From an optimization exercise on the open Yosys and OpenROAD flow, aimed at small area, a short achievable clock period and few clock cycles; shortcuts taken in it are not production practice. Where RTL was checked, it was by simulation tests only, not by an equivalence proof against the original. The RTL of runs 1 to 7 was laid out without a check of its function. Power and IR drop assume default switching activity.

## flow/config.mk

```make
export PLATFORM = sky130hd
export DESIGN_NAME = np_read_req_gen
export DESIGN_NICKNAME = np_read_req_gen
export VERILOG_FILES = /design/flow/design.v
export SDC_FILE = /design/flow/constraint.sdc
export NUM_CORES = 4
export LEC_CHECK = 0
export CAP_MARGIN = 20
export CORE_MARGIN = 2
export CORE_UTILIZATION = 55
export PLACE_DENSITY = 0.7
export SETUP_SLACK_MARGIN = 2.3
export SLEW_MARGIN = 20
```

## flow/constraint.sdc

```tcl
create_clock -name core_clock -period 4.5 [get_ports {clk}]
set_input_delay 0.9000 -clock core_clock [delete_from_list [all_inputs] [get_ports {clk}]]
set_output_delay 0.9000 -clock core_clock [all_outputs]
set_load 0.01 [all_outputs]
```

## flow/design.v

```verilog
`timescale 1ns / 1ps
module np_read_req_gen(
    input         clk,
    input         rst,
    input         transferstart,
    input         rd_dma_start_one,
    input  [63:0] dmaras,
    input  [31:0] dmarad,
    input  [31:0] dmarxs,
    input         rd_TX_des_start_one,
    input  [63:0] TX_des_addr,
    input  [2:0]  read_req_size,
    input  [15:0] req_id,
    input  [31:0] completion_pending,
    output        ready,
    output        non_posted_fifo_wren,
    output [63:0] non_posted_fifo_data,
    output [4:0]  tx_waddr,
    output [31:0] tx_wdata,
    output        tx_we
    );
function [11:0] add11(input [10:0] x, input [10:0] y, input cin);
    reg [10:0] g, p, G, P;
    integer l, i, j;
    begin
        g = x & y;
        p = x ^ y;
        G = g;
        P = p;
        G[0] = g[0] | (p[0] & cin);
        for (l = 0; l < 4; l = l + 1)
            for (i = 0; i < 11; i = i + 1)
                if (i & (1 << l)) begin
                    j = ((i >> l) << l) - 1;
                    G[i] = G[i] | (P[i] & G[j]);
                    P[i] = P[i] & P[j];
                end
        add11 = {G[10], p ^ {G[9:0], cin}};
    end
endfunction
function [51:0] pand52(input [51:0] x);
    reg [51:0] s;
    integer l, i, j;
    begin
        s = x;
        for (l = 0; l < 6; l = l + 1)
            for (i = 0; i < 52; i = i + 1)
                if (i & (1 << l)) begin
                    j = ((i >> l) << l) - 1;
                    s[i] = s[i] & s[j];
                end
        pand52 = s;
    end
endfunction
function le11(input [10:0] x, input [10:0] y);
    reg [11:0] r;
    begin
        r = add11(y, ~x, 1'b1);    
        le11 = r[11];
    end
endfunction
reg        rdy, s_calc, s_w1, s_w2;
reg        des;           
reg        last;          
reg        ok;            
reg        fmt;           
reg [63:2] a;             
reg [27:2] d;             
reg [31:2] n;             
reg        nhz;           
reg [12:2] fkb;           
reg [12:2] LA;            
reg [12:2] LB;            
reg        inc, dinc;     
reg [5:0]  rsh;           
reg [4:0]  T;             
reg [5:0]  blk;           
reg        wren;
reg        w2f, w2n;      
wire start_dma = rdy & rd_dma_start_one;
wire start_des = rdy & rd_TX_des_start_one;
wire start = start_dma | start_des;
wire fire1 = s_w1 & ok;   
wire [12:2] R = {rsh, 5'd0};
wire [10:0] m_lo = {|rsh[5:5], |rsh[5:4], |rsh[5:3], |rsh[5:2], |rsh[5:1], 5'b11111};
wire [10:0] m_hi = {|rsh[4:0], |rsh[3:0], |rsh[2:0], |rsh[1:0], rsh[0], 6'b0};
wire nR = nhz & ~|(n[12:2] & m_hi) & (~|(n[12:2] & R) | ~|(n[12:2] & m_lo));
wire FR = ~|(fkb & m_hi) & (~|(fkb & R) | ~|(fkb & m_lo));
wire nF = nhz & le11(n[12:2], fkb);
wire lst = nR & nF;
wire [12:2] Lnx = lst ? n[12:2] : (FR ? fkb : R);
wire s_calc_d = ~rst & start_dma;
wire s_w1_d = ~rst & (start_des | (transferstart & (s_calc | (s_w1 & ~ok) | (s_w2 & ~last))));
wire s_w2_d = ~rst & fire1;
wire rdy_d = rst | (rdy & ~rd_dma_start_one & ~rd_TX_des_start_one)
           | (~transferstart & (s_calc | (s_w1 & ~ok))) | (s_w2 & (last | ~transferstart));
wire [12:2] L_d = (start_des | des) ? 11'd8 : Lnx;
wire [4:0] T_d = T + {4'd0, s_w2};
wire ok_d = ~completion_pending[T_d];
wire fire1_d = s_w1_d & ok_d;
wire [11:0] lo_sum = add11({1'b0, a[11:2]}, {1'b0, LB[11:2]}, 1'b0);
wire [11:0] a_cy = add11({1'b0, a[11:2]}, {1'b0, LA[11:2]}, 1'b0);    
wire [5:0] blk_d = {&a[63:56], &a[55:48], &a[47:40], &a[39:32], &a[31:22], &a[21:12]};
wire [5:0] bcin = {&blk[4:0], &blk[3:0], &blk[2:0], &blk[1:0], blk[0], 1'b1};    
reg [63:12] bpre;    
integer bi;
always @(*) begin
    for (bi = 12; bi < 64; bi = bi + 1)
        if (bi == 12 || bi == 22 || bi == 32 || bi == 40 || bi == 48 || bi == 56)
            bpre[bi] = 1'b1;
        else
            bpre[bi] = bpre[bi-1] & a[bi-1];
end
wire [63:12] hcy = bpre & {{8{bcin[5]}}, {8{bcin[4]}}, {8{bcin[3]}}, {8{bcin[2]}}, {10{bcin[1]}}, {10{bcin[0]}}};
wire [63:12] hi_sum = a[63:12] ^ (hcy & {52{inc}});
wire c32 = inc & blk[0] & blk[1];
wire hi_ones = &blk[5:2];    
wire [63:0] ld_addr = rd_dma_start_one ? dmaras : TX_des_addr;
wire ld_fmt = |ld_addr[63:32];
wire fmt_d = start ? ld_fmt : ((|a[63:32]) & ~(c32 & hi_ones)) | (c32 & ~hi_ones);
wire [11:0] d_lo = add11(d[12:2], LB, 1'b0);
wire [11:0] d_cy = add11(d[12:2], LA, 1'b0);    
wire [14:0] d_hiall = pand52({37'd0, d[27:13]});
wire [27:13] d_hi = d[27:13] ^ ({d_hiall[13:0], 1'b1} & {15{dinc}});
wire [11:0] n_lo = add11(n[12:2], ~LA, 1'b1);            
wire [18:0] n_hiz = pand52({33'd0, ~n[31:13]});
wire [31:13] n_hi = n[31:13] ^ ({n_hiz[17:0], 1'b1} & {19{~n_lo[11]}});
wire n_is1 = n[13] & ~|n[31:14];
wire nhz_d = start_dma ? ~|dmarxs[31:13] : n_lo[11] ? nhz : n_is1;
wire [11:0] f_lo = add11(fkb, ~LA, 1'b1);
wire [11:0] f0 = add11(11'd0, {1'b0, ~dmaras[11:2]}, 1'b1);  
always @(posedge clk) begin
    rdy <= rdy_d;
    s_calc <= s_calc_d;
    s_w1 <= s_w1_d;
    s_w2 <= s_w2_d;
    wren <= s_w2_d | fire1_d;
    w2f <= fire1 & fmt;
    w2n <= fire1 & ~fmt;
    T <= rst ? 5'd0 : T_d;
    blk <= blk_d;
    ok <= ok_d;
    LA <= fire1_d ? L_d : 11'd0;
    LB <= LA;
    inc <= a_cy[10] | LA[12];
    dinc <= d_cy[11];
    last <= lst | start_des | des | (s_w1 & ~transferstart);
    fmt <= fmt_d;
    des <= start_des | (des & ~start_dma);
    rsh <= 6'd1 << read_req_size;
    a <= start ? ld_addr[63:2] : {hi_sum, lo_sum[9:0]};
    d <= start_dma ? dmarad[27:2] : {d_hi, d_lo[10:0]};
    n <= start_dma ? dmarxs[31:2] : {n_hi, n_lo[10:0]};
    nhz <= nhz_d;
    fkb <= start_dma ? f0[10:0] : (fkb == LA) ? 11'd1024 : f_lo[10:0];
end
assign ready = rdy;
assign non_posted_fifo_wren = wren;
assign non_posted_fifo_data[63]    = (w2f & a[63]) | (w2n & a[31]);
assign non_posted_fifo_data[62]    = (w2f & a[62]) | (w2n & a[30]);
assign non_posted_fifo_data[61]    = (w2f & a[61]) | (w2n & a[29]) | (s_w1 & fmt);
assign non_posted_fifo_data[60:42] = ({19{w2f}} & a[60:42]) | ({19{w2n}} & a[28:10]);
assign non_posted_fifo_data[41:34] = ({8{w2f}} & a[41:34]) | ({8{w2n}} & a[9:2]) | ({8{s_w1}} & LA[11:4]);
assign non_posted_fifo_data[33:32] = ({2{w2f}} & a[33:32]) | ({2{s_w1}} & LA[3:2]);
assign non_posted_fifo_data[31:16] = ({16{w2f}} & a[31:16]) | ({16{s_w1}} & req_id);
assign non_posted_fifo_data[15:13] = {3{w2f}} & a[15:13];
assign non_posted_fifo_data[12:8]  = ({5{w2f}} & a[12:8]) | ({5{s_w1}} & T);
assign non_posted_fifo_data[7:2]   = ({6{w2f}} & a[7:2]) | {6{s_w1}};
assign non_posted_fifo_data[1:0]   = {2{s_w1}};
assign tx_we = s_w2;
assign tx_waddr = T;
assign tx_wdata = {des, 9'b0, d[27:6]};
endmodule
```

## flow/flow/run.sh

```bash
#!/bin/bash
# Layout flow: the standard flow (standard.sh) with two changes.
#  1. Synthesis runs the standard script (synth_recipe.tcl) except that ABC maps with
#     flow/abc_delay.script (delay-driven) and adders are not pre-mapped to ripple
#     full/half-adder cells (ADDER_MAP_FILE empty). The registers, their names and cell
#     types are the same as in the standard synthesis.
#  2. Ports get sky130_fd_sc_hd__buf_1 buffers instead of the default delay-buffer cell.
# Each tool's output goes to a log file in this folder (synth.log, standard_flow.log) and
# ORFS's own logs under orfs/logs.
set -euo pipefail
here=$(pwd)
sed 's|^source \$::env(SCRIPTS_DIR)/synth.tcl$|source '"$here"'/flow/synth_delay.tcl|' synth_recipe.tcl > synth_delay_top.tcl
grep -q 'flow/synth_delay.tcl' synth_delay_top.tcl
sed 's|SYNTH_SCRIPT=[^ ]*|SYNTH_SCRIPT='"$here"'/synth_delay_top.tcl|' standard.sh > standard_delay.sh
grep -q 'synth_delay_top.tcl' standard_delay.sh
MY_ABC_SCRIPT=$here/flow/abc_delay.script ADDER_MAP_FILE= bash standard_delay.sh synth > synth.log 2>&1
export BUFFER_PORTS_ARGS="-buffer_cell sky130_fd_sc_hd__buf_1"
bash standard.sh > standard_flow.log 2>&1
```

## flow/flow/abc_delay.script

```
strash
dch
map -D 1500
buffer -p
upsize -D 1500
dnsize -D 1500
stime -p
```

## flow/flow/synth_delay.tcl

```tcl
# ORFS's synth.tcl, with its ABC call given flow/abc_delay.script (a delay-driven mapping)
# in place of the platform's default ABC script. Everything else is unchanged.
set f [open $::env(SCRIPTS_DIR)/synth.tcl]
set txt [read $f]
close $f
set old {log_cmd abc {*}$abc_args}
if {[string first $old $txt] < 0} { error "synth_delay.tcl: ABC call not found in synth.tcl" }
set txt [string map [list $old {log_cmd abc -script $::env(MY_ABC_SCRIPT) {*}[lrange $abc_args 2 end]}] $txt]
uplevel #0 $txt
```

## flow/standard.sh

```bash
#!/bin/bash
# synth_recipe.tcl (not shown) runs the flow's synth.tcl, then flattens the netlist and writes it again
# the make line also repeats each setting of config.mk as NAME=value (left out here)
make -C /OpenROAD-flow-scripts/flow DESIGN_CONFIG=/design/flow/config.mk WORK_HOME=/design/flow/orfs CLKGATE_MAP_FILE= SYNTH_SCRIPT=/design/flow/synth_recipe.tcl "${@:-finish}"
```

==> results of run 1 <==
per-stage QoR:
step / setup WS (ns) / cell area (um2) / power (mW)
floorplan: 2.271 / 10950 / 3.720
detailed placement: 1.169 / 12120 / 4.213
global route: 2.012 / 14330 / 6.632
finish: 2.064 / 14330 / 6.294
global placement: 1.163 / 12120 / 4.183
CTS: 2.101 / 13570 / 5.956
synth_stat cells (all sizes together), types with 2 or more instances:
library cell,instances
dfxtp,181
o21ai,144
a22oi,16
a211oi,7
mux2i,33
clkbuf,46
o22ai,64
nor2,293
o21bai,2
o221ai,9
buf,42
xor2,31
nand3,39
xnor2,15
a21boi,3
o2111ai,3
o31ai,15
nand4,17
a31o,3
o211ai,11
or2,5
o311ai,2
nand3b,6
clkinv,2
nor3,28
a31oi,32
a21oi,61
nor4,19
o32ai,8
inv,185
o21a,4
nand2,304
a221oi,4
critical path: stages (launching register included):
cell and delay, ns:
dfxtp_4 0.40, buf_4 0.12, buf_6 0.09, clkinvlp_4 0.15, o22ai_2 0.18, buf_2 0.15
layer usage:
metal  vias up  routed length [um]
li1       6218                   -
met1      5829               15340
met2       609               18270
met3       101                3251
met4         0                1467
met5         -                   0
flip-flops by register name, indices dropped and copies added, names as in the netlist, 5 cells and up:
register	flops
d	26
LB	11
blk	6
a	62
n	30
fkb	11
LA	11
T	5
rsh	6
cells by family after synthesis:
kind of cell | after synthesis | synth area share (%)
AOI/OAI and AO/OA | 392 | 21.81
xor gates and xnor gates | 46 | 3.701
buffers and inverters | 275 | 10.76
DFF | 182 | 33.56
muxes | 33 | 3.034
other | 1 | 0.03445
and+or+nand+nor | 714 | 27.10
cells in the final DEF (no fill, tap or decap), types with 9 or more instances in the layout:
master and instances:
nand2_1 284, buf_1 267, nor2_1 254, inv_1 159, dfxtp_1 153, o21ai_0 100
o22ai_1 56, buf_4 56, buf_2 54, a21oi_1 53, mux2i_1 33, nand3_1 31
a31oi_1 30, xor2_1 28, nor3_1 26, nor2_2 25, dfxtp_2 19, o21ai_1 19
o21ai_2 19, nor4_1 18, clkbuf_16 18, nand4_1 17, buf_6 16, nand2_2 15
o31ai_1 15, xnor2_1 15, nor2_4 14, clkinvlp_4 13, inv_2 12, o211ai_1 11
dfxtp_4 9, a22oi_1 9, conb_1 9
path summary, 6_finish.rpt:
path | from | cells past startpoint | endpoint | slack (ns)
setup reg to reg | s_w1$_DFF_P_ | 9 | LA[10]$_SDFF_PP0_ | 2.17
hold / removal | fmt$_DFF_P_ | 1 | w2n$_DFF_P_ | 0.42
setup / recovery | w2f$_DFF_P_ | 5 | non_posted_fifo_data[63] | 2.06
hold reg to reg | fmt$_DFF_P_ | 1 | w2n$_DFF_P_ | 0.42
where the power goes:
group	internal, mW	switching [mW]
Sequential	1.93	0.369
Clock	0.874	0.702
Combinational	0.927	1.49
Total	3.73	2.56
area by class of cell:
type / instances / area (um2) / area share (%)
antenna: 1 / 2.502 / 0.01747
clock buffer: 19 / 464.2 / 3.240
clock inverter: 13 / 145.1 / 1.013
inverter: 187 / 758.2 / 5.293
multi-input combinational: 1195 / 6817 / 47.58
sequential: 182 / 3711 / 25.90
tap: 265 / 331.6 / 2.314
timing repair buffer: 403 / 2051 / 14.31
timing repair inverter: 6 / 46.29 / 0.3231
timing repair:
item | CTS | global route
buffers inserted | 39 | 23
gates resized for setup | 199 | 176
setup endpoints to repair | 207 | 119
pin swaps | 22 | 57
gates cloned | 7 | 1
==> out/qor.yml, run 1 <==
final_layout:
  layout-drive-gt1-share_pct: 18.75
  finalNetCount: 2240
  area_growth_pct: 31.59
  final_core_util_pct: 73.61
  fill_cells: 1685
  layoutNonFillerInstCount: 2271
drt:
  drt-total-wl_mm: 38.33
  drtIter0Drc: 1016
  antenna_left: 0
  wl_per_cell_um: 16.88
  drcViolationCount: 0
  drt_pass1_iterations: 8
  via_per_inst: 5.617
  vias: 12760
global_routing:
  grt_overflow: 0
  antenna_found_initial: 1
  grt_busiest_layer: "met2"
  grt_use_met3_pct: 5.857
  grtUsageMet2_pct: 59.44
  grt_max_degree: 86
  grt_use_total_pct: 34.69
  grt_pass1_vias: 11110
  grt_pass1_wl_mm: 56.24
  grtUsageMet1_pct: 43.76
worst_setup_path:
  worst-setup-path-type: "flip-flop to primary output"
  crit_arrival_ns: 1.54
  crit_fanout: 6
  end_kind: "primary output"
  crit_required_ns: 3.60
  critPathLaunchType: "flip-flop"
sta:
  worst_clock_skew_ns: 0.01074
  period_minus_slack_ns: 2.436
  post-route-period-util_pct: 54.13
  final-setup-viol-count: 0
  relSlewSlack_pct: 51.62
  tightest_slew_ns: 0.7230
  whs_ns: 0.4220
  max_freq_mhz: 410.5
  drv_slew: 0
  fin_setup_tns_ns: 0
  rsz0062_at_grt: "yes"
  hold_viol_final: 0
synth:
  synth_edf_count: 1
  synth_top_area_cell: "dfxtp_1"
  synth-seq-cells: 182
  synth_top_area_share_pct: 33.28
  synthTopCellsByArea: "dfxtp_1 (33%), nand2_1 (10%), nor2_1 (9.8%)"
  ys_seq_area_share_pct: 33.56
  async_flop_share_pct: 0
  syn_inst: 1643
  avgSynthCellArea_um2: 6.626
  mappedNetlistArea_um2: 10890
  synth_cell_types: 57
  yosys_warnings: 1
  synth_flop_cell: "dfxtp_1"
clock_network:
  clk_path_buf_depth: 2
  insertion_delay_ns: 0.44
  numClockSinks: 182
  cts_root_buffer: "clkbuf_16"
  tritoncts.num_buffers: 17
  cts_hold_buf: 0
  clk_pin_slew_worst_paths_ns: 0.07
  cts_tree: "yes"
  htree_levels: 4
placement:
  dp_hpwl_mm: 27.63
  placedCellCount: 2168
  globalplace.congestion: 0.9388
  io_buffers: 330
die:
  io_pins: 352
  num_rows: 51
  die_area_um2: 20940
  core_um2: 19460
  die_y_um: 144.7
  dieWidth_um: 144.7
  start_util_pct: 55.94
power:
  powerDensity_nw_per_um2: 439.3
  vdd_drop_max_mv: 0.3390
  p_leak_nw: 5.958
run_status:
  status: "no timing/DRC/antenna violations"
job:
  maxCapViolations: 0
worst_hold_path:
  hp-class: "flip-flop to flip-flop"
==> run 2: changes to the inputs <==
--- a/flow/config.mk
+++ b/flow/config.mk
@@ -10,4 +10,4 @@
 export CORE_UTILIZATION = 55
 export PLACE_DENSITY = 0.7
-export SETUP_SLACK_MARGIN = 2.3
+export SETUP_SLACK_MARGIN = 2.15
 export SLEW_MARGIN = 20
==> run 2 against run 1 <==
Against the previous run:
- total power shrank 3.6%
- highest routed layer unchanged
- first-iteration DRC count down 4.4%
- non-clock buffer count is 17 lower
- register-to-register slack gained 0.09 ns
- fmax shrank 0.24%
- count of clock-buffer cells in the layout rose by 3
- hold slack worse by 0.016 ns
- critical path type unchanged
- area after synthesis unchanged
- clock power barely moved
- setup slack got worse by 0.0059 ns
- final cell count decreased by 0.66%
- sequential share of layout area rose by 0.40 points
==> out/qor.yml, run 2 <==
worst_hold_path:
  holdPathEnd: "LB[2]$_DFF_P_"
  hp-start: "LA[2]$_SDFF_PP0_"
  hold_depth: 0
  hp-class: "flip-flop to flip-flop"
synth:
  avgSynthCellArea_um2: 6.626
  async_flop_share_pct: 0
  synth-compound-area-share_pct: 21.81
  synth-simple-area-share_pct: 27.10
  yosys.area_share.adder_pct: 0
  synth_cell_types: 57
  synth_top_area_cell: "dfxtp_1"
  synth_edf_count: 1
  synth_flop_cell: "dfxtp_1"
  synthTopCellsByArea: "dfxtp_1 (33%), nand2_1 (10%), nor2_1 (9.8%)"
  yosysMostFrequentCell: "nand2_1"
  synth_xor_area_share_pct: 3.701
  syn_inst: 1643
  synth_top_family_by_area: "simple AND/OR/NAND/NOR gates"
  mappedNetlistArea_um2: 10890
  synth.area.mux_share_pct: 3.034
  synth-seq-cells: 182
  yosys_warnings: 1
  synth_top_area_share_pct: 33.28
  ys_seq_area_share_pct: 33.56
  ys_top_cells_by_count: "nand2_1 (298), nor2_1 (284), inv_1 (183)"
worst_setup_path:
  slowest_delay_ns: 0.38
  rr_worst_depth: 12
  slowest_stage: "dfxtp_4"
  r2r_slack_ns: 2.26
  crit_arrival_ns: 1.54
  r2r-end: "LA[10]$_SDFF_PP0_"
  r2r-start: "T[0]$_SDFF_PP0_"
  crit_fanout: 39
  crit_chain: "clkinvlp_4, buf_12, o22ai_2, buf_2"
  end_kind: "primary output"
  cp_top_family: "buffers and inverters"
  critPathLaunchType: "flip-flop"
  path_buf_inv: 3
  crit_required_ns: 3.60
  worst-setup-path-type: "flip-flop to primary output"
drt:
  drcViolationCount: 0
  antenna_left: 0
  via_per_inst: 5.627
  wl_per_cell_um: 16.70
  vias: 12700
  drtIter0Drc: 971
  drt_pass1_iterations: 6
  drt-total-wl_mm: 37.67
sta:
  layout_setup_ws_ns: 2.058
  final-setup-viol-count: 0
  max_freq_mhz: 409.5
  worst_clock_skew_ns: 0.008438
  hold_viol_final: 0
  rsz0062_at_grt: "yes"
  post-route-period-util_pct: 54.27
  relSlewSlack_pct: 47.54
  whs_ns: 0.4064
  period_minus_slack_ns: 2.442
  drv_slew: 0
  tightest_slew_ns: 0.7869
  fin_setup_tns_ns: 0
clock_network:
  clk_path_buf_depth: 2
  htree_levels: 4
  clk_pin_slew_worst_paths_ns: 0.07
  numClockSinks: 182
  tritoncts.num_buffers: 17
  cts_tree: "yes"
  cts_root_buffer: "clkbuf_16"
  insertion_delay_ns: 0.45
global_routing:
  grt_max_degree: 86
  grtUsageMet2_pct: 57.55
  grt_use_met3_pct: 4.870
  grt_pass1_wl_mm: 54.60
  grt_busiest_layer: "met2"
  grt_use_total_pct: 33.76
  grt_pass1_vias: 11010
  grtUsageMet1_pct: 42.53
  antenna_found_initial: 3
  grt_overflow: 0
power:
  power_mw: 6.070
  swShare_pct: 39.57
  p_leak_nw: 5.815
  internal_power_mw: 3.668
  vdd_drop_max_mv: 0.4272
  clockPowerShare_pct: 25.8
  p_comb_share_pct: 36.6
  p_seq_share_pct: 37.6
  powerDensity_nw_per_um2: 431.6
  p_sw_mw: 2.402
die:
  die_y_um: 144.7
  core_um2: 19460
  die_area_um2: 20940
  num_rows: 51
  start_util_pct: 55.94
  dieWidth_um: 144.7
  io_pins: 352
placement:
  io_buffers: 330
  globalplace.congestion: 0.9209
  dpl_cell_area_um2: 12120
  dp_hpwl_mm: 27.60
  placedCellCount: 2168
  place_ws_ns: 1.246
final_layout:
  largest_reg_flops: 62
  finalNetCount: 2222
  area_growth_pct: 29.18
  layoutNonFillerInstCount: 2256
  final_common_cell: "nand2_1"
  largest_register: "a"
  final_cell_mix: "nand2_1 (295), buf_1 (268), nor2_1 (267)"
  layout-drive-gt1-share_pct: 15.50
  final_core_util_pct: 72.26
  top_regs: "a: 62 flops, n: 30 flops, d: 26 flops"
  finish.instance_area_um2: 14060
run_status:
  status: "no timing/DRC/antenna violations"
job:
  maxCapViolations: 0
[run 2: routing by layer]
metal | vias up | wire length [um]
li1 | 6169 | -
met1 | 5853 | 15360
met2 | 589 | 18230
met3 | 84 | 2964
met4 | 0 | 1121
met5 | - | 0
[run 2: power by group through the flow]
stage                     logic [mW]  registers [mW]  clock network [mW]
after floorplan                 1.54            2.18                   0
after global placement          1.90            2.28                   0
after detailed placement        1.93            2.28                   0
after CTS                       2.05            2.25                1.57
after global routing            2.48            2.32                1.63
final                           2.22            2.28                1.57
[run 2: how the worst max path moves through the flow]
stage / slack (ns) / endpoint / start / depth (start not counted)
finish: 2.06 / non_posted_fifo_data[60] / w2f$_DFF_P_ / 4
detailed placement: 1.25 / fmt$_DFF_P_ / rd_dma_start_one / 8
floorplan: 2.16 / fmt$_DFF_P_ / rd_dma_start_one / 7
CTS: 2.05 / non_posted_fifo_data[46] / w2f$_DFF_P_ / 4
global route: 2.01 / non_posted_fifo_data[60] / w2f$_DFF_P_ / 4
global placement: 1.31 / fkb[6]$_DFF_P_ / rd_dma_start_one / 7
[run 2: cell families (layout without fill, tap and decap cells)]
logic type | count (synthesis) | after routing
multiplexers | 33 | 33
buffers and inverters | 275 | 610
other | 1 | 13
flip-flops | 182 | 182
XOR/XNOR | 46 | 46
AO/OA/AOI/OAI | 392 | 392
AND/OR/NAND/NOR | 714 | 715
[run 2: layout make-up]
class | instances | area (um2)
multi-input cells | 1195 | 6663
fillers | 1699 | 5399
flip-flops and latches | 182 | 3700
repair buffers | 386 | 1969
inverters | 187 | 743.2
clock buffers | 22 | 495.5
well taps | 265 | 331.6
clock inverters | 10 | 118.9
repair inverters | 5 | 32.53
diodes | 4 | 10.01
[run 2: what timing repair did]
action | 4_1_cts | 5_1_grt
buffers inserted | 19 | 25
hold buffers | 0 | 0
pin swaps | 8 | 27
cloned | 4 | 4
setup endpoints to repair | 203 | 116
gates resized for setup | 160 | 136
endpoints found under the hold margin | 0 | 0
==> run 3: changes to the inputs <==
--- a/flow/config.mk
+++ b/flow/config.mk
@@ -9,5 +9,6 @@
 export CORE_MARGIN = 2
 export CORE_UTILIZATION = 55
+export GPL_TIMING_DRIVEN = 0
 export PLACE_DENSITY = 0.7
-export SETUP_SLACK_MARGIN = 2.15
+export SETUP_SLACK_MARGIN = 2.0
 export SLEW_MARGIN = 20
==> run 3 against run 2 <==
Against the previous run:
- global-route usage grew 4.2 points
- sequential power is essentially flat
- clock skew grew 0.0031 ns
- critical path depth unchanged
- via count increased by 3.0%
- setup slack lost 0.049 ns
- die area unchanged
- cell area down 3.9%
- fmax decreased by 2.0%
- total power rose by 1.2%
- critical path type unchanged
- largest cell class unchanged
==> out/qor.yml, run 3 <==
global_routing:
  grt_pass1_vias: 11610
  grt_overflow: 0
  grt_use_total_pct: 37.97
  grt_pass1_wl_mm: 60.66
  antenna_found_initial: 1
  grt_max_degree: 17
synth:
  yosys.area_share.adder_pct: 0
  synth_top_area_share_pct: 33.28
  synth_cell_types: 57
  synth_flop_cell: "dfxtp_1"
  ys_seq_area_share_pct: 33.56
  synth_edf_count: 1
  async_flop_share_pct: 0
  synth-seq-cells: 182
  ys_top_cells_by_count: "nand2_1 (298), nor2_1 (284), inv_1 (183)"
  synth.area.mux_share_pct: 3.034
  synth_top_area_cell: "dfxtp_1"
  synth-simple-area-share_pct: 27.10
  synth-compound-area-share_pct: 21.81
  yosys_warnings: 1
  yosysMostFrequentCell: "nand2_1"
  syn_inst: 1643
  synthTopCellsByArea: "dfxtp_1 (33%), nand2_1 (10%), nor2_1 (9.8%)"
  synth_top_family_by_area: "simple AND/OR/NAND/NOR gates"
  synth_xor_area_share_pct: 3.701
  avgSynthCellArea_um2: 6.626
  mappedNetlistArea_um2: 10890
sta:
  worst_clock_skew_ns: 0.01156
  period_minus_slack_ns: 2.491
  hold_viol_final: 0
  max_freq_mhz: 401.4
  drv_slew: 0
  rsz0062_at_grt: "yes"
  final-setup-viol-count: 0
  relSlewSlack_pct: 48.74
  post-route-period-util_pct: 55.36
  fin_setup_tns_ns: 0
  tightest_slew_ns: 0.7689
drt:
  drcViolationCount: 0
  drt_pass1_iterations: 5
  wl_per_cell_um: 18.13
  vias: 13080
  drtIter0Drc: 1162
  antenna_left: 0
  drt-total-wl_mm: 41.33
  via_per_inst: 5.738
die:
  start_util_pct: 55.94
  io_pins: 352
  num_rows: 51
  die_y_um: 144.7
  die_area_um2: 20940
  dieWidth_um: 144.7
  core_um2: 19460
final_layout:
  largest_reg_flops: 62
  largest_register: "a"
  layout-drive-gt1-share_pct: 9.439
  finalNetCount: 2248
  final_core_util_pct: 69.44
  final_common_cell: "buf_1"
  top_regs: "a: 62 flops, n: 30 flops, d: 26 flops"
  final_cell_mix: "buf_1 (308), nand2_1 (298), nor2_1 (276)"
  area_growth_pct: 24.14
run_status:
  status: "no timing/DRC/antenna violations"
clock_network:
  htree_levels: 4
  clk_path_buf_depth: 2
  tritoncts.num_buffers: 17
  insertion_delay_ns: 0.44
  clk_pin_slew_worst_paths_ns: 0.07
  cts_tree: "yes"
  cts_hold_buf: 0
  cts_root_buffer: "clkbuf_16"
  numClockSinks: 182
worst_setup_path:
  crit_fanout: 10
  crit_arrival_ns: 1.59
  crit_chain: "clkbuf_2, a22oi_1, o21ai_2, buf_1"
  r2r-start: "LA[4]$_SDFF_PP0_"
  startpoint: "w2f$_DFF_P_"
  slowest_stage: "dfxtp_4"
  critPathLaunchType: "flip-flop"
  rr_worst_depth: 13
  slowest_delay_ns: 0.36
  worst-setup-path-type: "flip-flop to primary output"
  crit_required_ns: 3.60
  cp_top_family: "compound AO/OA/AOI/OAI gates"
  critical_path_depth: 4
  end_kind: "primary output"
  path_buf_inv: 2
placement:
  io_buffers: 328
  globalplace.congestion: 0.9957
  dp_hpwl_mm: 32.05
job:
  maxCapViolations: 0
power:
  vdd_drop_max_mv: 0.3435
  power_mw: 6.144
  p_leak_nw: 5.624
  powerDensity_nw_per_um2: 454.7
worst_hold_path:
  hp-start: "LA[7]$_SDFF_PP0_"
  hold_depth: 0
  hp-class: "flip-flop to flip-flop"
## run 3: changes by cell type in the layout (fill, tap and decap cells not counted), sizes merged
| cell | before | now |
|---|---|---|
| clkbuf | 28 | 72 |
| clkinv | 7 | 8 |
| buf | 380 | 366 |
| inv | 177 | 185 |
| diode | 4 | 1 |
| bufinv | 2 | 4 |
| clkinvlp | 16 | 1 |
## run 3: power by group
| part | total [mW] | internal, mW | switching [mW] | leakage, nW |
|---|---|---|---|---|
| Clock | 1.70 | 1.01 | 0.686 | 0.324 |
| Sequential | 2.27 | 1.93 | 0.347 | 1.52 |
| Combinational | 2.17 | 0.809 | 1.37 | 3.77 |
| Total | 6.14 | 3.75 | 2.40 | 5.62 |
## run 3: logic make-up after synthesis
group / Yosys count
AOI/OAI and AO/OA: 392
muxes: 33
and+or+nand+nor: 714
xor gates and xnor gates: 46
DFF: 182
buffers and inverters: 275
other: 1
## run 3: timing repair
action	4_1_cts	5_1_grt
resized for setup	82	69
gates cloned	0	1
hold endpoints to repair	0	0
endpoints found under the setup margin	173	136
setup buffers	1	0
## run 3: metal layers
| layer | vias to the layer above | routed length, um | global-route usage [%] |
|---|---|---|---|
| li1 | 6216 | - | - |
| met1 | 5970 | 16280 | 46.49 |
| met2 | 741 | 19130 | 63.61 |
| met3 | 151 | 3692 | 7.042 |
| met4 | 0 | 2229 | 20.08 |
| met5 | - | 0 | 0 |
## run 3: stage by stage
stage | instances | worst slack, ns | cell area, um2 | hold WS, ns
2_1_floorplan | 1651 | 2.037 | 10920 | 0.3645
5_1_grt | 2279 | 1.951 | 13510 | 0.4179
4_1_cts | 2277 | 1.971 | 13350 | 0.4278
6_report | 2279 | 2.009 | 13510 | 0.4128
3_5_place_dp | 2244 | 0.8961 | 12480 | 0.4154
3_3_place_gp | 2244 | 0.8772 | 12480 | 0.4081
## run 3: cell type report
class,instances,area [um2]
Buffer,88,561.8
Multi-Input combinational cell,1195,6315
Antenna cell,1,2.502
Tap cell,265,331.6
Clock inverter,11,168.9
Clock buffer,21,491.7
Inverter,187,703.2
Fill cell,1794,5948
Sequential cell,182,3669
Timing Repair Buffer,329,1271
## run 3: path summary, 6_finish.rpt
path,end,slack (ns)
worst min-delay path,LB[7]$_DFF_P_,0.41
worst max-delay path,non_posted_fifo_data[40],2.01
worst min register to register,LB[7]$_DFF_P_,0.41
worst max register to register,n[27]$_DFF_P_,2.13
==> run 4: changes to the inputs <==
--- a/flow/config.mk
+++ b/flow/config.mk
@@ -8,7 +8,6 @@
 export CAP_MARGIN = 20
 export CORE_MARGIN = 2
-export CORE_UTILIZATION = 55
-export GPL_TIMING_DRIVEN = 0
-export PLACE_DENSITY = 0.7
+export CORE_UTILIZATION = 50
+export PLACE_DENSITY = 0.6
 export SETUP_SLACK_MARGIN = 2.0
 export SLEW_MARGIN = 20
==> run 4 against run 3 <==
Against the previous run:
- routed wire length decreased by 10%
- largest power group unchanged
- sequential share of layout area grew 0.50 points
- clock skew hardly changed
- total power is 5.4% lower
- critical endpoint is now non_posted_fifo_data[41]
- setup slack worse by 0.012 ns
- highest routed layer unchanged
- critical path depth is the same
- still clean
- largest cell class unchanged
- die area grew 9.7%
- first-iteration DRC count fell by 33%
==> out/qor.yml, run 4 <==
job:
  maxCapViolations: 0
placement:
  globalplace.congestion: 0.9481
  dp_hpwl_mm: 28.14
  io_buffers: 330
  place_ws_ns: 1.380
worst_setup_path:
  critPathLaunchType: "flip-flop"
  crit_required_ns: 3.60
  r2r-end: "LA[10]$_SDFF_PP0_"
  r2r-start: "T[0]$_SDFF_PP0_"
  crit_arrival_ns: 1.60
  r2r_slack_ns: 2.19
  worst-setup-path-type: "flip-flop to primary output"
  end_kind: "primary output"
  crit_fanout: 6
  rr_worst_depth: 14
drt:
  route.met3.wl_mm: 2.778
  drt_pass1_iterations: 6
  wl_met1_mm: 15.49
  wl_met2_mm: 17.72
  drtIter0Drc: 782
  drt-total-wl_mm: 37.07
  vias: 12250
  drcViolationCount: 0
  routed.top_layer: "met4"
  via_per_inst: 5.466
  antenna_left: 0
  wl_per_cell_um: 16.54
global_routing:
  grt_overflow: 0
  grt_pass1_vias: 10930
  grt_use_total_pct: 31.14
  antenna_found_initial: 0
  grt_max_degree: 79
  grt_pass1_wl_mm: 55.55
power:
  p_comb_share_pct: 35.6
  internal_power_mw: 3.530
  swShare_pct: 39.23
  clockPowerShare_pct: 25.3
  vdd_drop_max_mv: 0.3591
  p_sw_mw: 2.279
  p_seq_share_pct: 39.1
  p_leak_nw: 5.403
  powerDensity_nw_per_um2: 437.4
clock_network:
  clk_path_buf_depth: 2
  cts_root_buffer: "clkbuf_16"
  htree_levels: 4
  insertion_delay_ns: 0.43
  clk_pin_slew_worst_paths_ns: 0.06
  tritoncts.num_buffers: 17
  numClockSinks: 182
  cts_tree: "yes"
die:
  die_area_um2: 22970
  io_pins: 352
  die_y_um: 151.6
  core_um2: 21220
  start_util_pct: 51.30
  dieWidth_um: 151.6
  num_rows: 53
synth:
  mappedNetlistArea_um2: 10890
  synth_flop_cell: "dfxtp_1"
  ys_top_cells_by_count: "nand2_1 (298), nor2_1 (284), inv_1 (183)"
  syn_inst: 1643
  synth_cell_types: 57
  synth-seq-cells: 182
  yosysMostFrequentCell: "nand2_1"
  yosys_warnings: 1
  ys_seq_area_share_pct: 33.56
  synth_edf_count: 1
  synthTopCellsByArea: "dfxtp_1 (33%), nand2_1 (10%), nor2_1 (9.8%)"
  async_flop_share_pct: 0
  synth_top_area_share_pct: 33.28
  avgSynthCellArea_um2: 6.626
  synth_top_area_cell: "dfxtp_1"
sta:
  rsz0062_at_grt: "yes"
  tightest_slew_ns: 0.7844
  hold_viol_final: 0
  period_minus_slack_ns: 2.503
  drv_slew: 0
  layout_setup_ws_ns: 1.997
  fin_setup_tns_ns: 0
  worst_clock_skew_ns: 0.01195
  max_freq_mhz: 399.5
  relSlewSlack_pct: 47.71
  final-setup-viol-count: 0
  post-route-period-util_pct: 55.63
final_layout:
  layout-drive-gt1-share_pct: 8.240
  top_regs: "a: 62 flops, n: 30 flops, d: 26 flops"
  final_cell_mix: "buf_1 (312), nand2_1 (298), nor2_1 (273)"
  largest_reg_flops: 62
  final_common_cell: "buf_1"
  finalNetCount: 2201
  final_core_util_pct: 62.59
  area_growth_pct: 22.00
  antennaDiodeCount: 0
  largest_register: "a"
worst_hold_path:
  hold_depth: 0
  hp-class: "flip-flop to flip-flop"
  hp-start: "LA[9]$_SDFF_PP0_"
  holdPathEnd: "LB[9]$_DFF_P_"
run_status:
  status: "no timing/DRC/antenna violations"
-- run 4: layout make-up --
class / instances / area, um2
clock inverter: 8 / 100.1
timing repair inverter: 4 / 30.03
tap: 275 / 344.1
fill: 2116 / 7939
timing repair buffer: 366 / 1649
clock buffer: 24 / 461.7
multi-input combinational: 1195 / 6301
inverter: 187 / 723.2
sequential: 182 / 3672
-- run 4: worst max path at each step --
stage,depth (start not counted),to,slack [ns],from
after floorplan,6,a[15]$_DFF_P_,2.04,rd_dma_start_one
after global placement,9,nhz$_DFFE_PP_,1.38,rd_dma_start_one
after detailed placement,9,nhz$_DFFE_PP_,1.38,rd_dma_start_one
after CTS,5,non_posted_fifo_data[42],1.99,w2f$_DFF_P_
after global routing,5,non_posted_fifo_data[7],1.98,w2f$_DFF_P_
final,4,non_posted_fifo_data[41],2.00,s_w1$_DFF_P_
-- run 4: worst max-delay path, stage by stage (launching register included) --
cell and delay [ns]:
dfxtp_4 0.38, buf_12 0.13, clkinvlp_4 0.18, o21ai_1 0.29, buf_1 0.19
-- run 4: metal layers --
layer  GRT usage (%)  vias up
met3           5.269       60
met1           39.40     5607
li1                -     6115
met5               0        -
met4           11.11        0
met2           53.53      468
-- run 4: what timing repair did --
item                                    CTS  global route
gates cloned                              5             2
hold buffers                              0             0
gates resized for setup                  47            75
pin swaps                                 1             8
buffers inserted                         12             9
endpoints found under the setup margin   96            76
-- run 4: stage by stage --
stage	hold WS, ns	instance area [um2]	total power, mW	cells
after floorplan	0.3645	10920	3.716	1651
after detailed placement	0.4216	12140	4.225	2181
after CTS	0.4282	12990	5.754	2230
after global placement	0.4236	12140	4.200	2181
after global routing	0.4273	13280	6.198	2241
final	0.4172	13280	5.810	2241
-- run 4: kinds of logic (layout without fill, tap and decap cells) --
family                 after synthesis  count (layout)  synth area share, %
multiplexers                        33              33                3.034
flip-flops                         182             182                33.56
buffers and inverters              275             589                10.76
AO/OA/AOI/OAI                      392             392                21.81
other                                1               9              0.03445
XOR/XNOR                            46              46                3.701
AND/OR/NAND/NOR                    714             715                27.10
-- run 4: power by group through the flow --
stage / clock, mW / sequential, mW / combinational, mW
detailed placement: 0 / 2.28 / 1.94
floorplan: 0 / 2.18 / 1.54
global placement: 0 / 2.28 / 1.92
finish: 1.47 / 2.27 / 2.07
global route: 1.55 / 2.31 / 2.33
CTS: 1.48 / 2.25 / 2.02
==> run 5: changes to the inputs <==
--- a/flow/config.mk
+++ b/flow/config.mk
@@ -6,8 +6,8 @@
 export NUM_CORES = 4
 export LEC_CHECK = 0
-export CAP_MARGIN = 20
+export CAP_MARGIN = 5
 export CORE_MARGIN = 2
-export CORE_UTILIZATION = 50
-export PLACE_DENSITY = 0.6
+export CORE_UTILIZATION = 55
+export PLACE_DENSITY = 0.7
 export SETUP_SLACK_MARGIN = 2.0
-export SLEW_MARGIN = 20
+export SLEW_MARGIN = 5
==> run 5 against run 4 <==
Against the previous run:
- largest power group unchanged
- final cell count shrank 0.49%
- die area shrank 8.9%
- critical path depth is the same
==> out/qor.yml, run 5 <==
drt:
  antenna_left: 0
  wl_per_cell_um: 16.93
  drtIter0Drc: 947
  drcViolationCount: 0
  drt_pass1_iterations: 6
  vias: 12480
  via_per_inst: 5.596
  drt-total-wl_mm: 37.75
power:
  powerDensity_nw_per_um2: 442.9
  p_sw_mw: 2.374
  clockPowerShare_pct: 25.5
  power_mw: 5.875
  p_seq_share_pct: 38.6
  p_comb_share_pct: 35.9
  p_leak_nw: 5.393
  internal_power_mw: 3.501
  swShare_pct: 40.41
  vdd_drop_max_mv: 0.4154
final_layout:
  final_cell_mix: "buf_1 (310), nand2_1 (298), nor2_1 (276)"
  fill_cells: 1864
  layout-drive-gt1-share_pct: 8.304
  largest_reg_flops: 62
  top_regs: "a: 62 flops, n: 30 flops, d: 26 flops"
  largest_register: "a"
  finalNetCount: 2198
  final_common_cell: "buf_1"
  final_core_util_pct: 68.16
  area_growth_pct: 21.85
synth:
  synth-seq-cells: 182
  ys_top_cells_by_count: "nand2_1 (298), nor2_1 (284), inv_1 (183)"
  synth_edf_count: 1
  yosys_warnings: 1
  synthTopCellsByArea: "dfxtp_1 (33%), nand2_1 (10%), nor2_1 (9.8%)"
  synth_top_area_share_pct: 33.28
  synth_cell_types: 57
  mappedNetlistArea_um2: 10890
  avgSynthCellArea_um2: 6.626
  async_flop_share_pct: 0
  synth_top_area_cell: "dfxtp_1"
  yosysMostFrequentCell: "nand2_1"
  synth_flop_cell: "dfxtp_1"
  ys_seq_area_share_pct: 33.56
  syn_inst: 1643
clock_network:
  htree_levels: 4
  tritoncts.num_buffers: 17
  cts_tree: "yes"
  insertion_delay_ns: 0.44
  cts_root_buffer: "clkbuf_16"
  clk_pin_slew_worst_paths_ns: 0.07
  numClockSinks: 182
  cts_hold_buf: 0
  clk_path_buf_depth: 2
die:
  io_pins: 352
  die_y_um: 144.7
  num_rows: 51
  core_um2: 19460
  dieWidth_um: 144.7
  die_area_um2: 20940
  start_util_pct: 55.94
worst_setup_path:
  crit_arrival_ns: 1.63
  startpoint: "w2f$_DFF_P_"
  r2r_slack_ns: 2.13
  crit_chain: "clkinvlp_4, buf_4, o22ai_2, clkbuf_2"
  end_kind: "primary output"
  r2r-end: "LA[10]$_SDFF_PP0_"
  worst-setup-path-type: "flip-flop to primary output"
  slowest_stage: "dfxtp_4"
  critPathLaunchType: "flip-flop"
  rr_worst_depth: 10
  crit_fanout: 10
  r2r-start: "rsh[4]$_SDFF_PN0_"
  crit_required_ns: 3.60
  slowest_delay_ns: 0.40
worst_hold_path:
  holdPathEnd: "LB[2]$_DFF_P_"
  hp-start: "LA[2]$_SDFF_PP0_"
  hold_depth: 0
  hp-class: "flip-flop to flip-flop"
sta:
  final-setup-viol-count: 0
  rsz0062_at_grt: "yes"
  tightest_slew_ns: 0.7876
  hold_viol_final: 0
  fin_setup_tns_ns: 0
  drv_slew: 0
  max_freq_mhz: 395.2
  period_minus_slack_ns: 2.530
  post-route-period-util_pct: 56.23
  worst_clock_skew_ns: 0.01048
  relSlewSlack_pct: 47.49
placement:
  dp_hpwl_mm: 28.06
  io_buffers: 330
  globalplace.congestion: 0.9489
run_status:
  status: "no timing/DRC/antenna violations"
job:
  maxCapViolations: 0
global_routing:
  grt_use_total_pct: 34.95
  grt_max_degree: 79
  grt_pass1_wl_mm: 56.80
  antenna_found_initial: 2
  grt_pass1_vias: 11090
  grt_overflow: 0
==> run 5: area by class of cell <==
class                           count  area, um2  area share [%]
Inverter                          187      725.7           5.471
Antenna cell                        2      5.005         0.03773
Timing Repair inverter              4      30.03          0.2264
Tap cell                          265      331.6           2.500
Timing Repair Buffer              362       1587           11.96
Multi-Input combinational cell   1196       6336           47.76
Sequential cell                   182       3674           27.69
Clock inverter                     13      123.9          0.9338
Clock buffer                       19      452.9           3.414
==> run 5: worst max path at each step <==
stage / end / slack (ns) / cells past startpoint
floorplan: a[15]$_DFF_P_ / 2.04 / 6
global placement: nhz$_DFFE_PP_ / 1.36 / 7
detailed placement: nhz$_DFFE_PP_ / 1.31 / 7
CTS: non_posted_fifo_data[12] / 1.98 / 5
global route: non_posted_fifo_data[51] / 1.95 / 4
finish: non_posted_fifo_data[44] / 1.97 / 4
==> run 5: routing by layer <==
metal  global-route usage (%)  part of all wire [%]  vias to the layer above
li1                         -                     -                     6111
met1                    44.95                    42                     5690
met2                    57.89                    47                      573
met3                    6.022                   7.6                      106
met4                    15.18                   3.9                        0
met5                        0                     0                        -
==> run 5: metrics by stage <==
stage	area [um2]	std cells	setup slack [ns]	hold WS (ns)
final	13270	2230	1.970	0.4145
after global routing	13270	2230	1.952	0.4310
after CTS	13050	2225	1.977	0.4117
after detailed placement	12110	2168	1.310	0.4022
after global placement	12110	2168	1.357	0.4072
after floorplan	10920	1651	2.037	0.3645
==> run 5: kinds of logic after synthesis <==
| logic type | count (synthesis) | synth area share (%) |
|---|---|---|
| xor+xnor | 46 | 3.701 |
| flops | 182 | 33.56 |
| simple gates | 714 | 27.10 |
| mux | 33 | 3.034 |
| compound gates | 392 | 21.81 |
| buf+inv | 275 | 10.76 |
| other cells | 1 | 0.03445 |
==> run 5: repair_timing <==
action / in CTS / in global routing
endpoints found under the setup margin: 106 / 80
gates resized for setup: 46 / 68
pin swaps: 3 / 4
gates cloned: 6 / 1
setup buffers: 19 / 2
==> run 5: critical path, delay by kind of cell (launching register included) <==
family | cells | cell delay [ns]
DFF | 1 | 0.40
AOI/OAI and AO/OA | 1 | 0.29
buffers and inverters | 3 | 0.50
==> run 5: power by group through the flow <==
stage	sequential [mW]	combinational (mW)	clock, mW
3_3_place_gp	2.28	1.91	0
3_5_place_dp	2.28	1.94	0
4_1_cts	2.25	2.04	1.50
2_1_floorplan	2.18	1.54	0
5_1_grt	2.31	2.35	1.56
6_report	2.27	2.11	1.50
==> run 6: changes to the inputs <==
--- a/flow/config.mk
+++ b/flow/config.mk
@@ -6,8 +6,9 @@
 export NUM_CORES = 4
 export LEC_CHECK = 0
-export CAP_MARGIN = 5
+export CAP_MARGIN = 20
 export CORE_MARGIN = 2
 export CORE_UTILIZATION = 55
+export CTS_BUF_LIST = sky130_fd_sc_hd__clkbuf_8
 export PLACE_DENSITY = 0.7
 export SETUP_SLACK_MARGIN = 2.0
-export SLEW_MARGIN = 5
+export SLEW_MARGIN = 20
==> run 6 against run 5 <==
Against the previous run:
- sequential share of layout area about the same
- count of clock-buffer cells in the layout unchanged
- routed wire length decreased by 0.78%
- combinational power about the same
==> out/qor.yml, run 6 <==
placement:
  dp_hpwl_mm: 28.06
  globalplace.congestion: 0.9489
  io_buffers: 330
clock_network:
  clk_pin_slew_worst_paths_ns: 0.10
  cts_hold_buf: 0
  htree_levels: 4
  cts_tree: "yes"
  cts_root_buffer: "clkbuf_8"
  clk_path_buf_depth: 2
  numClockSinks: 182
  insertion_delay_ns: 0.49
  tritoncts.num_buffers: 17
worst_setup_path:
  crit_fanout: 10
  path_buf_inv: 2
  crit_arrival_ns: 1.63
  crit_required_ns: 3.60
  end_kind: "primary output"
  cp_top_family: "buffers and inverters"
  crit_chain: "clkinvlp_4, o21ai_0, buf_1"
  critPathLaunchType: "flip-flop"
  worst-setup-path-type: "flip-flop to primary output"
  slowest_delay_ns: 0.42
  slowest_stage: "dfxtp_4"
synth:
  syn_inst: 1643
  ys_seq_area_share_pct: 33.56
  synth_edf_count: 1
  synth_top_area_share_pct: 33.28
  synthTopCellsByArea: "dfxtp_1 (33%), nand2_1 (10%), nor2_1 (9.8%)"
  ys_top_cells_by_count: "nand2_1 (298), nor2_1 (284), inv_1 (183)"
  mappedNetlistArea_um2: 10890
  avgSynthCellArea_um2: 6.626
  async_flop_share_pct: 0
  synth-seq-cells: 182
  synth_flop_cell: "dfxtp_1"
  yosysMostFrequentCell: "nand2_1"
  synth_top_area_cell: "dfxtp_1"
  synth_cell_types: 57
  yosys_warnings: 1
die:
  start_util_pct: 55.94
  die_y_um: 144.7
  io_pins: 352
  die_area_um2: 20940
  core_um2: 19460
  num_rows: 51
  dieWidth_um: 144.7
final_layout:
  area_growth_pct: 22.05
  multi_input_area_um2: 6425
  largest_register: "a"
  fill_cells: 1860
  final_core_util_pct: 68.27
  finalNetCount: 2203
  layout-drive-gt1-share_pct: 11.03
  final_cell_mix: "nand2_1 (298), buf_1 (278), nor2_1 (275)"
  top_regs: "a: 62 flops, n: 30 flops, d: 26 flops"
  final_common_cell: "nand2_1"
  register_area_um2: 3676
  largest_reg_flops: 62
drt:
  drt-total-wl_mm: 37.46
  antenna_left: 0
  drt_pass1_iterations: 8
  via_per_inst: 5.569
  drtIter0Drc: 882
  drcViolationCount: 0
  wl_per_cell_um: 16.75
  vias: 12450
sta:
  final-setup-viol-count: 0
  period_minus_slack_ns: 2.533
  post-route-period-util_pct: 56.29
  tightest_slew_ns: 0.7813
  fin_setup_tns_ns: 0
  drv_slew: 0
  hold_viol_final: 0
  worst_clock_skew_ns: 0.01520
  rsz0062_at_grt: "yes"
  max_freq_mhz: 394.8
  relSlewSlack_pct: 47.91
global_routing:
  antenna_found_initial: 3
  grt_pass1_wl_mm: 56.17
  grt_overflow: 0
  grt_use_total_pct: 34.54
  grt_max_degree: 79
  grt_pass1_vias: 10980
run_status:
  status: "no timing/DRC/antenna violations"
power:
  vdd_drop_max_mv: 0.3930
  p_leak_nw: 5.496
  powerDensity_nw_per_um2: 416.2
worst_hold_path:
  hp-class: "flip-flop to flip-flop"
job:
  maxCapViolations: 0
[run 6: cell counts after synthesis]
Identical to the previous run, type by type.
[run 6: layer usage]
metal	wire (um)	track usage [%]	share of wire, %
met1	15620	44.72	42
met3	2890	5.956	7.7
met5	0	0	0
met4	1506	15.02	4.0
met2	17440	56.85	47
[run 6: layout make-up]
class	instances	area share, %
Multi-Input combinational cell	1196	48.35
Clock inverter	13	0.9322
Timing Repair Buffer	367	12.86
Clock buffer	19	1.968
Sequential cell	182	27.66
Antenna cell	3	0.05650
Timing Repair inverter	4	0.2260
Inverter	187	5.443
Tap cell	265	2.495
[run 6: repair_timing]
item                       in CTS  in global routing
cloned                          6                  1
gates resized for setup        91                 97
pin swaps                       3                  9
setup endpoints to repair     101                111
setup buffers                  18                  8
[run 6: final timing paths]
path | from | to | slack (ns) | cells past startpoint
worst max-delay path | w2f$_DFF_P_ | non_posted_fifo_data[2] | 1.97 | 3
worst min register to register | LA[2]$_SDFF_PP0_ | LB[2]$_DFF_P_ | 0.42 | 0
worst max register to register | s_w2$_DFF_P_ | LA[10]$_SDFF_PP0_ | 2.19 | 12
worst min-delay path | LA[2]$_SDFF_PP0_ | LB[2]$_DFF_P_ | 0.42 | 0
[run 6: cell families after synthesis]
logic type / synth area share (%)
AOI/OAI and AO/OA: 21.81
xor gates and xnor gates: 3.701
buffers and inverters: 10.76
DFF: 33.56
muxes: 3.034
other: 0.03445
and+or+nand+nor: 27.10
[run 6: where the power goes]
part | leakage, nW | internal, mW | total (mW) | switching (mW)
registers | 1.53 | 1.93 | 2.27 | 0.342
logic | 3.78 | 0.796 | 2.14 | 1.34
clock network | 0.194 | 0.474 | 1.13 | 0.651
total | 5.50 | 3.20 | 5.53 | 2.33
[run 6: stage by stage]
stage          cell area [um2]  worst slack (ns)  total power, mW  std cells  hold WS, ns
5_1_grt                  13290             1.900            5.885       2236       0.4359
4_1_cts                  12930             1.989            5.420       2224       0.4152
3_5_place_dp             12110             1.310            4.223       2168       0.4022
3_3_place_gp             12110             1.357            4.188       2168       0.4072
2_1_floorplan            10920             2.037            3.716       1651       0.3645
6_report                 13290             1.967            5.531       2236       0.4202
==> run 7: changes to the inputs <==
--- a/flow/config.mk
+++ b/flow/config.mk
@@ -9,5 +9,5 @@
 export CORE_MARGIN = 2
 export CORE_UTILIZATION = 55
-export CTS_BUF_LIST = sky130_fd_sc_hd__clkbuf_8
+export CTS_BUF_LIST = sky130_fd_sc_hd__clkbuf_4 sky130_fd_sc_hd__clkbuf_8
 export PLACE_DENSITY = 0.7
 export SETUP_SLACK_MARGIN = 2.0
==> run 7 against run 6 <==
Against the previous run:
- cell area is the same
- synthesized cell count is the same
- clock power is essentially flat
- routed wire length is the same
- setup slack is the same
- clock skew is the same
- fmax is the same
- total power is the same
==> out/qor.yml, run 7 <==
global_routing:
  grt_pass1_vias: 10980
  grt_pass1_wl_mm: 56.17
  grt_max_degree: 79
  grt_overflow: 0
  grt_use_total_pct: 34.54
  antenna_found_initial: 3
sta:
  rsz0062_at_grt: "yes"
  hold_viol_final: 0
  post-route-period-util_pct: 56.29
  relSlewSlack_pct: 47.91
  worst_clock_skew_ns: 0.01520
  tightest_slew_ns: 0.7813
  max_freq_mhz: 394.8
  final-setup-viol-count: 0
  period_minus_slack_ns: 2.533
  drv_slew: 0
  fin_setup_tns_ns: 0
worst_setup_path:
  rr_worst_depth: 12
  critPathLaunchType: "flip-flop"
  end_kind: "primary output"
  crit_arrival_ns: 1.63
  crit_fanout: 10
  crit_required_ns: 3.60
  worst-setup-path-type: "flip-flop to primary output"
clock_network:
  tritoncts.num_buffers: 17
  htree_levels: 4
  cts_hold_buf: 0
  numClockSinks: 182
  insertion_delay_ns: 0.49
  cts_tree: "yes"
  clk_path_buf_depth: 2
  cts_root_buffer: "clkbuf_8"
  clk_pin_slew_worst_paths_ns: 0.10
power:
  clockPowerShare_pct: 20.4
  vdd_drop_max_mv: 0.3930
  powerDensity_nw_per_um2: 416.2
  p_comb_share_pct: 38.6
  power_mw: 5.531
  swShare_pct: 42.21
  internal_power_mw: 3.196
  p_leak_nw: 5.496
  p_seq_share_pct: 41.0
  p_sw_mw: 2.335
synth:
  ys_seq_area_share_pct: 33.56
  yosysMostFrequentCell: "nand2_1"
  synth-compound-area-share_pct: 21.81
  mappedNetlistArea_um2: 10890
  synth_cell_types: 57
  synth-simple-area-share_pct: 27.10
  async_flop_share_pct: 0
  synth_top_family_by_area: "simple AND/OR/NAND/NOR gates"
  synth_top_area_share_pct: 33.28
  yosys.area_share.adder_pct: 0
  synth_top_area_cell: "dfxtp_1"
  synth.area.mux_share_pct: 3.034
  ys_top_cells_by_count: "nand2_1 (298), nor2_1 (284), inv_1 (183)"
  synth_edf_count: 1
  yosys_warnings: 1
  synth-seq-cells: 182
  synth_xor_area_share_pct: 3.701
  synth_flop_cell: "dfxtp_1"
  avgSynthCellArea_um2: 6.626
  synthTopCellsByArea: "dfxtp_1 (33%), nand2_1 (10%), nor2_1 (9.8%)"
  syn_inst: 1643
die:
  core_um2: 19460
  io_pins: 352
  die_y_um: 144.7
  num_rows: 51
  die_area_um2: 20940
  start_util_pct: 55.94
  dieWidth_um: 144.7
drt:
  drt-total-wl_mm: 37.46
  drt_pass1_iterations: 8
  drcViolationCount: 0
  wl_per_cell_um: 16.75
  via_per_inst: 5.569
  vias: 12450
  antenna_left: 0
  drtIter0Drc: 882
worst_hold_path:
  hold_depth: 0
  hp-class: "flip-flop to flip-flop"
final_layout:
  area_growth_pct: 22.05
  final_cell_mix: "nand2_1 (298), buf_1 (278), nor2_1 (275)"
  largest_register: "a"
  largest_reg_flops: 62
  top_regs: "a: 62 flops, n: 30 flops, d: 26 flops"
  finalNetCount: 2203
  final_common_cell: "nand2_1"
  layout-drive-gt1-share_pct: 11.03
placement:
  globalplace.congestion: 0.9489
  dp_hpwl_mm: 28.06
  io_buffers: 330
job:
  maxCapViolations: 0
run_status:
  status: "no timing/DRC/antenna violations"
[run 7: cell counts after synthesis]
No cell type changed its count.
[run 7: per-layer routing]
metal / up-vias / track usage [%] / routed length (um)
met2: 554 / 56.85 / 17440
li1: 6127 / - / -
met5: - / 0 / 0
met1: 5673 / 44.72 / 15620
met3: 98 / 5.956 / 2890
met4: 0 / 15.02 / 1506
[run 7: final cells by class]
type,instances,area (um2)
multi-input combinational,1196,6425
clock inverter,13,123.9
sequential,182,3676
tap,265,331.6
fill,1860,6175
antenna,3,7.507
inverter,187,723.2
timing repair inverter,4,30.03
timing repair buffer,367,1709
clock buffer,19,261.5
[run 7: final timing paths]
kind,slack (ns),end,start
min,0.42,LB[2]$_DFF_P_,LA[2]$_SDFF_PP0_
max,1.97,non_posted_fifo_data[2],w2f$_DFF_P_
max reg2reg,2.19,LA[10]$_SDFF_PP0_,s_w2$_DFF_P_
min reg2reg,0.42,LB[2]$_DFF_P_,LA[2]$_SDFF_PP0_
[run 7: worst max-delay path: stages, from the launching register on]
cell and delay, ns:
dfxtp_4 0.42, clkinvlp_4 0.27, o21ai_0 0.28, buf_1 0.18
[run 7: power by group through the flow]
stage	clock network, mW	logic [mW]	registers, mW
after floorplan	0	1.54	2.18
after global placement	0	1.91	2.28
after detailed placement	0	1.94	2.28
after CTS	1.13	2.04	2.25
after global routing	1.19	2.39	2.31
final	1.13	2.14	2.27
[run 7: kinds of logic after synthesis]
family / after synthesis
AND/OR/NAND/NOR: 714
AO/OA/AOI/OAI: 392
buffers and inverters: 275
flip-flops: 182
XOR/XNOR: 46
multiplexers: 33
other: 1
[run 7: through the flow]
stage / instances / instance area, um2 / setup slack, ns / util [%] / hold slack, ns
after detailed placement: 2168 / 12110 / 1.310 / 62.22 / 0.4022
final: 2236 / 13290 / 1.967 / 68.27 / 0.4202
after CTS: 2224 / 12930 / 1.989 / 66.43 / 0.4152
after global routing: 2236 / 13290 / 1.900 / 68.27 / 0.4359
after floorplan: 1651 / 10920 / 2.037 / - / 0.3645
after global placement: 2168 / 12110 / 1.357 / 62.22 / 0.4072
[run 7: what timing repair did]
action | 4_1_cts | 5_1_grt
pin swaps | 3 | 9
endpoints found under the setup margin | 101 | 111
gates resized for setup | 91 | 97
gates cloned | 6 | 1
setup buffers | 18 | 8
==> run 8: changes to the inputs <==
--- a/flow/design.v
+++ b/flow/design.v
@@ -157,10 +157,10 @@
 assign ready = rdy;
 assign non_posted_fifo_wren = wren;
-assign non_posted_fifo_data[63]    = (w2f & a[63]) | (w2n & a[31]);
-assign non_posted_fifo_data[62]    = (w2f & a[62]) | (w2n & a[30]);
-assign non_posted_fifo_data[61]    = (w2f & a[61]) | (w2n & a[29]) | (s_w1 & fmt);
-assign non_posted_fifo_data[60:42] = ({19{w2f}} & a[60:42]) | ({19{w2n}} & a[28:10]);
-assign non_posted_fifo_data[41:34] = ({8{w2f}} & a[41:34]) | ({8{w2n}} & a[9:2]) | ({8{s_w1}} & LA[11:4]);
-assign non_posted_fifo_data[33:32] = ({2{w2f}} & a[33:32]) | ({2{s_w1}} & LA[3:2]);
+assign non_posted_fifo_data[63]    = (s_w2 & a[63]) | (w2n & a[31]);
+assign non_posted_fifo_data[62]    = (s_w2 & a[62]) | (w2n & a[30]);
+assign non_posted_fifo_data[61]    = (s_w2 & a[61]) | (w2n & a[29]) | (s_w1 & fmt);
+assign non_posted_fifo_data[60:42] = ({19{s_w2}} & a[60:42]) | ({19{w2n}} & a[28:10]);
+assign non_posted_fifo_data[41:34] = ({8{s_w2}} & a[41:34]) | ({8{w2n}} & a[9:2]) | LA[11:4];
+assign non_posted_fifo_data[33:32] = ({2{s_w2}} & a[33:32]) | LA[3:2];
 assign non_posted_fifo_data[31:16] = ({16{w2f}} & a[31:16]) | ({16{s_w1}} & req_id);
 assign non_posted_fifo_data[15:13] = {3{w2f}} & a[15:13];
--- a/flow/config.mk
+++ b/flow/config.mk
@@ -9,6 +9,5 @@
 export CORE_MARGIN = 2
 export CORE_UTILIZATION = 55
-export CTS_BUF_LIST = sky130_fd_sc_hd__clkbuf_4 sky130_fd_sc_hd__clkbuf_8
 export PLACE_DENSITY = 0.7
-export SETUP_SLACK_MARGIN = 2.0
+export SETUP_SLACK_MARGIN = 2.15
 export SLEW_MARGIN = 20
==> run 8 against run 7 <==
Against the previous run:
- count of clock-buffer cells in the layout fell by 2
- largest cell class unchanged
- sequential share of layout area is 1.3 points lower
- register-to-register slack lost 0.15 ns
- first-iteration DRC count increased by 33%
- routed wire length increased by 6.8%
- clock power rose by 34%
- area after synthesis down 0.13%
- clock skew is 0.0041 ns lower
- non-clock buffer count rose by 11
==> out/qor.yml, run 8 <==
clock_network:
  numClockSinks: 182
  htree_levels: 4
  insertion_delay_ns: 0.45
  cts_hold_buf: 0
  cts_root_buffer: "clkbuf_16"
  clk_pin_slew_worst_paths_ns: 0.08
  tritoncts.num_buffers: 17
  clk_path_buf_depth: 2
  cts_tree: "yes"
synth:
  synthTopCellsByArea: "dfxtp_1 (33%), nand2_1 (10%), nor2_1 (9.9%)"
  synth_flop_cell: "dfxtp_1"
  ys_top_cells_by_count: "nand2_1 (299), nor2_1 (288), dfxtp_1 (181)"
  synth_edf_count: 1
  synth_cell_types: 57
  syn_inst: 1649
  synth_top_area_cell: "dfxtp_1"
  synth_top_area_share_pct: 33.33
  ys_seq_area_share_pct: 33.60
  yosysMostFrequentCell: "nand2_1"
  mappedNetlistArea_um2: 10870
  synth-seq-cells: 182
  avgSynthCellArea_um2: 6.594
  yosys_warnings: 1
  async_flop_share_pct: 0
sta:
  max_freq_mhz: 400.1
  post-route-period-util_pct: 55.54
  layout_setup_ws_ns: 2.001
  hold_viol_final: 0
  final-setup-viol-count: 0
  tightest_slew_ns: 0.7862
  relSlewSlack_pct: 47.58
  fin_setup_tns_ns: 0
  drv_slew: 0
  rsz0062_at_grt: "yes"
  period_minus_slack_ns: 2.499
  worst_clock_skew_ns: 0.01113
drt:
  antenna_left: 0
  route.met3.wl_mm: 3.424
  drt_pass1_iterations: 7
  drcViolationCount: 0
  via_per_inst: 5.777
  vias: 12990
  wl_met1_mm: 15.67
  wl_met2_mm: 18.56
  wl_per_cell_um: 17.79
  routed.top_layer: "met5"
  drt-total-wl_mm: 40.00
  drtIter0Drc: 1174
final_layout:
  antennaDiodeCount: 0
  layoutNonFillerInstCount: 2249
  final_core_util_pct: 71.63
  finalNetCount: 2219
  largest_register: "a"
  final_cell_mix: "nand2_1 (289), buf_1 (269), nor2_1 (266)"
  largest_reg_flops: 62
  layout-drive-gt1-share_pct: 15.22
  multi_input_area_um2: 6666
  register_area_um2: 3682
  final_common_cell: "nand2_1"
  top_regs: "a: 62 flops, n: 30 flops, d: 26 flops"
  area_growth_pct: 28.22
  fill_cells: 1692
die:
  core_um2: 19460
  io_pins: 352
  start_util_pct: 55.87
  die_y_um: 144.6
  dieWidth_um: 144.6
  die_area_um2: 20910
  num_rows: 51
power:
  p_leak_nw: 5.797
  powerDensity_nw_per_um2: 427.2
  vdd_drop_max_mv: 0.3219
worst_setup_path:
  end_kind: "primary output"
  r2r_slack_ns: 2.04
  worst-setup-path-type: "flip-flop to primary output"
  critPathLaunchType: "flip-flop"
  slowest_stage: "dfxtp_4"
  slowest_delay_ns: 0.38
  crit_fanout: 6
  crit_required_ns: 3.60
  crit_chain: "buf_12, clkinvlp_4, o22ai_2, buf_2"
  crit_arrival_ns: 1.60
placement:
  globalplace.congestion: 0.9397
  placedCellCount: 2172
  dp_hpwl_mm: 28.13
  io_buffers: 330
  place_ws_ns: 1.265
global_routing:
  grt_overflow: 0
  antenna_found_initial: 1
  grt_max_degree: 82
  grt_pass1_wl_mm: 56.95
  grt_pass1_vias: 11130
  grt_use_total_pct: 35.31
job:
  maxCapViolations: 0
run_status:
  status: "no timing/DRC/antenna violations"
worst_hold_path:
  hp-class: "flip-flop to flip-flop"
[run 8: changes by cell type in the layout (fill, tap and decap cells not counted), sizes merged, moves of 5 or more]
| cell | change |
|---|---|
| a21oi | +10 |
| inv | +7 |
| a22oi | -10 |
| buf | +12 |
| nor3 | -5 |
| nand2 | +7 |
[run 8: report_power, final]
group          total [mW]  switching [mW]  internal [mW]  leakage [nW]
Sequential           2.27           0.347           1.92          1.53
Combinational        2.17            1.39          0.783          3.98
Clock                1.51           0.764          0.747         0.286
[run 8: worst paths after layout]
path	start	end	depth (start not counted)
worst max-delay path	s_w1$_DFF_P_	non_posted_fifo_data[9]	4
worst min-delay path	LA[2]$_SDFF_PP0_	LB[2]$_DFF_P_	0
worst max register to register	s_w2$_DFF_P_	LA[10]$_SDFF_PP0_	11
worst min register to register	LA[2]$_SDFF_PP0_	LB[2]$_DFF_P_	0
[run 8: what timing repair did]
action	CTS	global route
pin swaps	5	23
setup endpoints to repair	107	110
resized for setup	111	182
setup buffers	15	21
gates cloned	4	5
[run 8: cell type report]
cell class	instances	share of cell area (%)
multi-input combinational	1198	47.82
sequential	182	26.41
timing repair buffer	378	13.37
inverter	189	5.520
clock buffer	17	3.052
tap	265	2.378
clock inverter	15	1.149
timing repair inverter	5	0.2962
[run 8: worst max-delay path, delay by kind of cell, from the launching register on]
| kind | cells | cell delay, ns |
|---|---|---|
| AO/OA/AOI/OAI | 1 | 0.24 |
| buffers and inverters | 3 | 0.53 |
| flip-flops | 1 | 0.38 |
[run 8: cell families (layout without fill, tap and decap cells)]
logic type                after synthesis  in the layout  synth area share, %
and+or+nand+nor                       724            725                27.66
AOI/OAI and AO/OA                     388            388                21.32
buffers and inverters                 278            604                10.90
DFF                                   182            182                33.60
xor gates and xnor gates               45             45                3.625
muxes                                  31             31                2.854
other                                   1              9              0.03449
[run 8: routing by layer]
layer  GRT usage [%]  vias to the layer above
li1                -                     6175
met3           7.152                      160
met2           57.82                      704
met1           42.97                     5952
met4           20.85                        2
met5               0                        -
[run 8: stage by stage]
stage	hold slack, ns	area (um2)	power [mW]
after floorplan	0.3862	10910	3.657
after global placement	0.4332	12080	4.131
after detailed placement	0.4356	12080	4.166
after CTS	0.4195	13190	5.730
after global routing	0.4293	13940	6.288
final	0.4304	13940	5.955
Testbench counts of run 8, summed over its fixed seeds: cycles 52,910.

Check on run 8: ideal ports give 2.001 ns setup slack; a clkbuf_16 on the clock port and buf_2 on the inputs give 1.951 ns; moving port delays by the midpoint clock arrival (0.492 ns) as well gives 1.709 ns.
